This is an optimization exercise on Yosys and OpenROAD, whose aim is small area, a short achievable clock period and few clock cycles, not a production implementation. Function was checked by simulation only, so behaviour that the tests miss may differ from the original.

Setup of v46:
## goldschmidt_divider_q4_4
module goldschmidt_divider_q4_4 (
    input  wire       clk,
    input  wire       rst_n,
    input  wire       start,
    input  wire [7:0] numerator,
    input  wire [7:0] denominator,
    output wire [7:0] quotient,
    output reg        valid,
    output reg        error
);
Settings: LEC_CHECK=0, ABC_AREA=1, CAP_MARGIN=20, CORE_MARGIN=2, CORE_UTILIZATION=55, SETUP_SLACK_MARGIN=1.5, SLEW_MARGIN=20; clock period 8.0 ns.
standard.sh (not shown) runs the stock make flow with config.mk's settings and CLKGATE_MAP_FILE= SYNTH_SCRIPT=/design/flow/synth_recipe.tcl, a recipe that flattens the netlist after the stock synthesis.
==> flow/flow/run.sh <==
#!/bin/bash
# The standard layout (the standard.sh: ORFS synthesis to the final
# layout, unchanged), with two settings changed: timing repair may swap a cell
# for one of another footprint (sky130hd's platform config restricts repair to
# same-footprint sizes), and the buffer put on every input and output port is
# a buf_2 rather than the resizer's default pick. The whole ORFS run's output
# goes to standard.log.
set -euo pipefail
bash standard.sh MATCH_CELL_FOOTPRINT=0 'BUFFER_PORTS_ARGS=-buffer_cell sky130_fd_sc_hd__buf_2' finish > standard.log 2>&1
Testbench counts of v46, summed over its fixed seeds: cycles 32,000.
#### Input delta (v54 over v46)
- a change of SETUP_SLACK_MARGIN from 1.5 to 1.0
==> flow/flow/run.sh <==
#!/bin/bash
set -euo pipefail
bash standard.sh MATCH_CELL_FOOTPRINT=0 'BUFFER_PORTS_ARGS=-buffer_cell sky130_fd_sc_hd__buf_2' finish > standard.log 2>&1
--- outcome ---
In terms of total via count after detailed routing, v46 and v54 differ only marginally. v54 against v46: worst hold slack stayed essentially flat; sequential share of layout area essentially unchanged.
> inputs changed (v54 -> v14)
- SETUP_SLACK_MARGIN changed from 1.0 to 1.5
- There was hardly any difference in fraction of cell area in non-clock buffers between v14 and v54.
- In terms of hold slack, v14 and v54 differ only marginally.
- Cell depth of the worst min-delay path: v14 vs v54 identical
- As of v14, final instance area had risen slightly compared to v54.
- Taking v54 as the reference, in v14 footprint of the multi-input gates moved up; share of cells above drive strength 1 up 0.57 points; total of endpoints with negative setup slack in the final report stayed essentially flat; total track usage did not really move.
- v54 → v14: total routed wirelength went up about 0.36%; share of cell area taken by flip-flops and latches did not really move.

* * *

goldschmidt_divider_q4_4, a different RTL version from the one above (not shown whole).
Size: ~1300 cells after synthesis, about 76 flip-flops, about 29 I/O pins, about 8800 um^2 of cells after synthesis.
==> flow/config.mk <==
export PLATFORM = sky130hd
export DESIGN_NAME = goldschmidt_divider_q4_4
export DESIGN_NICKNAME = goldschmidt_divider_q4_4
export VERILOG_FILES = /design/flow/design.v
export SDC_FILE = /design/flow/constraint.sdc
export NUM_CORES = 4
export LEC_CHECK = 0
export ABC_AREA = 1
export CAP_MARGIN = 20
export CORE_MARGIN = 2
export CORE_UTILIZATION = 55
export SETUP_SLACK_MARGIN = 2.25
export SLEW_MARGIN = 20
==> flow/constraint.sdc <==
create_clock -name core_clock -period 8.0 [get_ports {clk}]
set_input_delay 1.6000 -clock core_clock [delete_from_list [all_inputs] [get_ports {clk}]]
set_output_delay 1.6000 -clock core_clock [all_outputs]
set_load 0.01 [all_outputs]
==> flow/flow/run.sh <==
#!/bin/bash
set -euo pipefail
bash standard.sh MATCH_CELL_FOOTPRINT=0 'BUFFER_PORTS_ARGS=-buffer_cell sky130_fd_sc_hd__buf_2' finish > standard.log 2>&1
Testbench counts at the start, summed over its fixed seeds: cycles 32,000.
Rerun with:
Settings changed: ABC_AREA 1 to default, SETUP_SLACK_MARGIN 2.25 to 1.5.
- sequential cell count stays the same
- via count goes up by 16%
- non-clock buffer count grows by 16
- cell area climbs by 12%
Rerun with:
--- a/flow/flow/run.sh
+++ b/flow/flow/run.sh
@@ -1,2 +1,8 @@
 #!/bin/bash
+# The standard layout (the standard.sh: ORFS synthesis to the final
+# layout, unchanged), with two settings changed: timing repair may swap a cell
+# for one of another footprint (sky130hd's platform config restricts repair to
+# same-footprint sizes), and the buffer put on every input and output port is
+# a buf_2 rather than the resizer's default pick. The whole ORFS run's output
+# goes to standard.log.
 set -euo pipefail
Settings changed: ABC_AREA from default to 1.
The new run produced a clean layout.
Via count shrinks by about a fifth.
First-iteration DRC count goes down by a quarter to a third.
Worst setup slack gets better by 0.26 ns.
Wire length falls by about a fifth.
Synthesized area came out lower by roughly a tenth.
Maximum frequency is higher by a few percent.
Clock-buffer cell count fell by 1.
Rerun with:
==> flow/flow/run.sh (replaced) <==
#!/bin/bash
set -euo pipefail
bash standard.sh MATCH_CELL_FOOTPRINT=0 'BUFFER_PORTS_ARGS=-buffer_cell sky130_fd_sc_hd__buf_2' finish > standard.log 2>&1
Settings changed: CORE_UTILIZATION 55 to 70.
Worst hold slack stays flat.
Cell count decreases by a few percent.
Non-clock buffer count stays the same.
Count of clock-buffer cells in the layout does not change.
Rerun with:
Settings changed: CORE_UTILIZATION 70 to 55.
After rerunning: Worst setup slack gets better by 0.41 ns. First-iteration DRC count decreases by 45%. Routed wire length drops by 16%. Final area went up by 0.58%.

* * *

## lane 3
goldschmidt_divider_q4_4 again, from the RTL that the note above started with.
Settings: LEC_CHECK=0, ABC_AREA=1, CAP_MARGIN=20, CORE_MARGIN=2, CORE_UTILIZATION=60, SETUP_SLACK_MARGIN=2.0, SLEW_MARGIN=20; clock period 8.0 ns.
==> flow/flow/run.sh <==
#!/bin/bash
set -euo pipefail
bash standard.sh MATCH_CELL_FOOTPRINT=0 'BUFFER_PORTS_ARGS=-buffer_cell sky130_fd_sc_hd__buf_2' finish > standard.log 2>&1
Lane 3 reached the end of the flow, and the finished layout is clean on the timing, DRC and antenna checks.
Testbench counts of lane 3, summed over its fixed seeds: cycles 32,000.
The inputs of lane 4 differ from those of lane 3 as listed below.
Settings: SETUP_SLACK_MARGIN changed from 2.0 to 2.5; CORE_UTILIZATION changed from 60 to 55.
--- outcome ---
Sort lane 4 and lane 3 by final area desc -> top: lane 4
The higher fmax came out of lane 4.
[compare] base=lane 3 new=lane 4: first-iteration DRC count increased by 17 relative to the old numbers, met2 capacity usage during global routing now smaller.

==> separate check: timing with driven ports <==
In the flow no input, the clock included, has a driving cell. The finished layouts below were timed again as built, in two steps.
Step 1, drivers: a clkbuf_16 drives clk and a buf_2 each remaining input, both assumed.
Step 2 times the ports against the registers' clock, not the clock port: input delays grow and output delays shrink by t, the midpoint of the rising clock arrivals with the driver on.
Slacks: ideal ports / drivers / drivers and shift; pairs: ideal ports / drivers.
run	shift t [ns]	slack for setup (ns)	worst slew at a driven data input, ns
v46	0.378	2.004 / 2.004 / 2.004	0.03
v54	0.378	1.823 / 1.823 / 1.823	0.03
v14	0.378	2.004 / 2.004 / 2.004	0.03
the first run of note 2	0.374	2.517 / 2.476 / 2.284	0.03
the second run of note 2	0.380	1.890 / 1.842 / 1.643	0.03
the third run of note 2	0.373	2.148 / 2.148 / 2.148	0.03
the fourth run of note 2	0.378	1.741 / 1.741 / 1.741	0.03
the fifth run of note 2	0.373	2.148 / 2.148 / 2.148	0.03
lane 3	0.371	2.382 / 2.382 / 2.382	0.03
lane 4	0.378	2.546 / 2.529 / 2.546	0.03
After both steps setup and hold are still met in every run listed. The setup slack of the second run of note 2, which loses most, moves by -0.048 ns with the drivers and by -0.247 ns with both steps.
